Background: an optimization exercise with open tools, aiming at small area and a short achievable clock period. Do not read the settings as production practice. Function was checked by simulation only, so behaviour that the tests miss may differ from the original.

==> flow/run.sh <==
#!/bin/bash
# synth_recipe.tcl (not shown) runs the flow's synth.tcl, then flattens the netlist and writes it again
# the make line also repeats each setting of config.mk as NAME=value (left out here)
make -C /OpenROAD-flow-scripts/flow DESIGN_CONFIG=/design/flow/config.mk WORK_HOME=/design/flow/orfs CLKGATE_MAP_FILE= SYNTH_SCRIPT=/design/flow/synth_recipe.tcl finish
==> flow/config.mk <==
export PLATFORM = sky130hd
export DESIGN_NAME = intt4point
export DESIGN_NICKNAME = intt4point
export VERILOG_FILES = /design/flow/design.v
export SDC_FILE = /design/flow/constraint.sdc
export NUM_CORES = 4
export LEC_CHECK = 0
export CAP_MARGIN = 20
export CORE_MARGIN = 2
export CORE_UTILIZATION = 40
export SLEW_MARGIN = 20
==> flow/constraint.sdc <==
create_clock -name core_clock -period 110.0 [get_ports {clk}]
set_input_delay 22.0000 -clock core_clock [delete_from_list [all_inputs] [get_ports {clk}]]
set_output_delay 22.0000 -clock core_clock [all_outputs]
set_load 0.01 [all_outputs]
==> flow/design.v <==
module intt4point(
    input clk, rst,
    input [15:0] in0, in1, in2, in3,
    output reg [15:0] out0, out1, out2, out3
);
    wire [15:0] q_val = 16'd7681;
    wire [15:0] phim1 = 16'd1213;
    wire [15:0] phim2 = 16'd4298;
    wire [15:0] phim3 = 16'd5756;
    wire [15:0] temp0, temp1, temp2, temp3;
    wire [15:0] y0, y1, y2, y3;
    wire [15:0] n_inv = 16'd5761;  
    wire [15:0] z0, z1, z2, z3;
    gsbf u0(.in_up(in0), .in_down(in2), .twf(phim1), .q(q_val), .out_up(temp0), .out_down(temp1)); 
    gsbf u1(.in_up(in1), .in_down(in3), .twf(phim3), .q(q_val), .out_up(temp2), .out_down(temp3)); 
    gsbf u2(.in_up(temp0), .in_down(temp2), .twf(phim2), .q(q_val), .out_up(y0), .out_down(y2));
    gsbf u3(.in_up(temp1), .in_down(temp3), .twf(phim2), .q(q_val), .out_up(y1), .out_down(y3));
    modmul s0(.a(y0), .b(n_inv), .q(q_val), .y(z0));
    modmul s1(.a(y1), .b(n_inv), .q(q_val), .y(z1));
    modmul s2(.a(y2), .b(n_inv), .q(q_val), .y(z2));
    modmul s3(.a(y3), .b(n_inv), .q(q_val), .y(z3));
    always @(posedge clk) begin
      if (rst) begin
        out0 <= 0;
        out1 <= 0;
        out2 <= 0;
        out3 <= 0;
      end else begin
        out0 <= z0;  
        out1 <= z1;
        out2 <= z2;
        out3 <= z3;
      end
    end
endmodule
module gsbf(
  input [15:0] in_up, in_down, twf, q,
  output [15:0] out_up, out_down
);
  wire [15:0] temp;
  modadd ma(.a(in_up), .b(in_down), .q(q), .y(out_up));
  modsub ms(.a(in_up), .b(in_down), .q(q), .y(temp));
  modmul mm(.a(temp), .b(twf), .q(q), .y(out_down));
endmodule
module modadd(
    input [15:0] a, b, q,
    output [15:0] y
);
    wire [16:0] sum;
    assign sum = a + b;
    assign y = (sum >= q) ? sum - q : sum;
endmodule
module modsub(
    input [15:0] a, b, q,
    output [15:0] y
);
    wire [16:0] qplusa;
    assign qplusa = q + a;
    assign y = (a >= b) ? (a - b) : (qplusa - b);
endmodule
module modmul(
    input [15:0] a, b, q,
    output [15:0] y
);
    wire [31:0] result;
    assign result = a * b;
    assign y = result % q;
endmodule
==> impl_metrics.ini <==
[outcome]
status = timing/DRC/antenna clean

[timing]
finalSetupViolCount = 0
fin_crit_sh = 0.956
worstMarginPinSlew_ns = 1.10
max_freq_mhz = 9.51
maxSlewHeadroom = 0.256
hold_viol_final = 0
setup_tns_ns = 0
timing.hold.ws_ns = 22.26
fin_crit_ns = 105.11
maxSlewViolCount = 0

[final_layout]
final_net_count = 15300
insertedDiodeCount = 0
drive_above_1_share = 0.165
syn_to_final_growth_pct = 7.77
final_cells = 17300
fillers = 26300
final_util = 0.433

[clocking]
cts_num_sinks = 64
clk_pin_slew_worst_paths_ns = 0.09
htreeDepth = 3
cts_tree = yes
hold_buffers = 0
cts_made_buffers = 9
clock_path_buffers = 2
cts_root_buf = clkbuf_16

[route]
dr.first_iter.drc_count = 6924
drc_errors = 0
vias = 100000
via_per_inst = 5.79
antenna_left = 0
wl_per_cell_um = 17.6
drt_pass1_iterations = 6
drt-total-wl_um = 305000

[critical_path]
cp.required_ns = 110.27
cp_common_cell = a21oi_1
worstSetupEndpointType = flip-flop
crit_type = input port to flip-flop
critPathMaxStageDelay_ns = 0.75
crit_slowest_cell = or4b_2
startpoint_type = input port
crit_arrival_ns = 105.38
path_max_fanout = 13

[synthesis]
synthTopCellsByArea = ha_1 (11%), xnor2_1 (9.4%), fa_1 (7.2%), nor2_1 (4.7%), inv_1 (4.5%)
netlist_area_um2 = 103000
yosysMostFrequentCell = nor2_1
synth_warnings = 1
synth_top_cell_by_area = ha_1
ys_ff_latch = 64
ys_types = 237
synthCells = 13600
synth-edff-count = 0
yosysTopAreaCellShare = 0.113
ys_seq_area_frac = 0.0125
synthArstFlopShare = 0
synth_common_cells = nor2_1 (1295), inv_1 (1228), xnor2_1 (1103), nand2_1 (973), ha_1 (928)
syn-num-nets = 15000
syn_avg_cell_area_um2 = 7.55
ys.flop_type = dfxtp_1

[die]
die_h_um = 511
die_w_um = 511
initial_utilization = 0.401
fp.coreArea_um2 = 256000
top_level_ports = 130
floorplan.die_area_um2 = 261000
rows = 186

[min_path]
hp-start = rst
hp-class = input port to flip-flop
min_path_cells = 3
hold_end = out2[7]

[placement]
gp_congestion = 0.969
io_buffers = 129
placedCellCount = 17200
dp_hpwl_um = 258000

[global_routing]
grt_use_total = 0.222
first_global_vias = 94100
grt_pass1_wl_um = 497000
grt_max_degree = 65
gr-total-overflow = 0
antenna_found_initial = 1

[job]
maxCapViolations = 0
==> state kept, by name, indices dropped and copies added, names as in the netlist <==
signal,flops
out2,16
out0,16
out3,16
out1,16
==> what timing repair did <==
action / in CTS / in global routing
gates resized for setup: 20 / 255
pin swaps: 2 / 50
endpoints found under the setup margin: 16 / 16
buffers inserted: 2 / 84
gates cloned: 1 / 3
endpoints found under the hold margin: 0 / 0
==> per-stage QoR <==
stage	cell area, um2	setup WS [ns]
final	111000	4.89
after global routing	111000	-0.402
after CTS	109000	0.176
after detailed placement	108000	-2.60
after global placement	108000	-1.87
after floorplan	103000	5.79
==> worst max-delay path: cells and delay by family <==
family	cells	cell delay, ns
AO/OA/AOI/OAI	151	35.47
XOR/XNOR	26	5.72
adder cells (fa/ha/maj)	29	10.33
buffers and inverters	32	4.41
multiplexers	8	2.26
AND/OR/NAND/NOR	100	24.94
==> layout make-up <==
cell class,instances,area [um2],share of cell area
clock buffer,10,239,0.00216
timing repair buffer,629,5090,0.0459
inverter,1242,4690,0.0423
clock inverter,6,43.8,0.000395
sequential,64,1280,0.0116
multi-input combinational,12000,95300,0.859
tap,3384,4230,0.0382
==> worst max-delay path by stage <==
stage | start | end | slack (ns) | cells after the start
CTS | in3[2] | out3[1] | 0.18 | 346
finish | in3[2] | out3[15] | 4.89 | 346
global route | in0[0] | out3[15] | -0.40 | 349
detailed placement | in1[0] | out3[5] | -2.60 | 346
floorplan | in3[2] | out3[3] | 5.79 | 370
global placement | in1[0] | out3[5] | -1.87 | 347
==> logic make-up after synthesis <==
family,Yosys count,synth area share
AOI/OAI and AO/OA,3580,0.275
xor gates and xnor gates,1646,0.148
adders and majority gates,1339,0.189
buffers and inverters,1604,0.0766
DFF,64,0.0125
muxes,239,0.0255
and+or+nand+nor,5148,0.274
==> per-layer routing <==
| metal | up-vias | share of wire | track usage |
|---|---|---|---|
| li1 | 50000 | - | - |
| met1 | 47500 | 0.48 | 0.313 |
| met2 | 2477 | 0.46 | 0.376 |
| met3 | 286 | 0.041 | 0.0111 |
| met4 | 0 | 0.016 | 0.0346 |
| met5 | - | 0 | 0 |
==> layout by cell type (no fill, tap or decap), types with 136 or more instances in the layout <==
cell type / count
o211ai_1: 136
nor2_1: 1288
nand2_1: 971
ha_1: 927
a21oi_1: 632
nand4_1: 160
buf_4: 496
a31oi_1: 152
xor2_1: 435
o21ai_0: 496
inv_1: 1228
nand3_1: 410
nor3_1: 444
xnor2_1: 1070
nand2b_1: 157
fa_1: 369

-- afterwards: timing with drivers on the ports --
The results above use ideal ports. As a check the final layout listed here was re-extracted and re-timed, cells and wires unchanged. Step 1 sets driving cells, clkbuf_16 on the clock port and buf_2 on the other inputs (assumed; they add their load-dependent delay and slew). Step 2 moves the port delays by t, midway between the first and last clock arrival at a register: inputs arrive t later, outputs are due t later. That takes back most of the time a late clock gives input paths. Three values: no drivers, after step 1, after step 2; two values: the first two.
t, ns: 0.457
setup WS [ns]: 4.891 / 4.928 / 4.471
slew at the worst register clock pin (ns): 0.09 / 0.09
cell pins on the clock port's net: 1
After both steps setup and hold are still met in this run. The setup slack of this run moves by +0.037 ns with the drivers and by -0.420 ns with both steps.
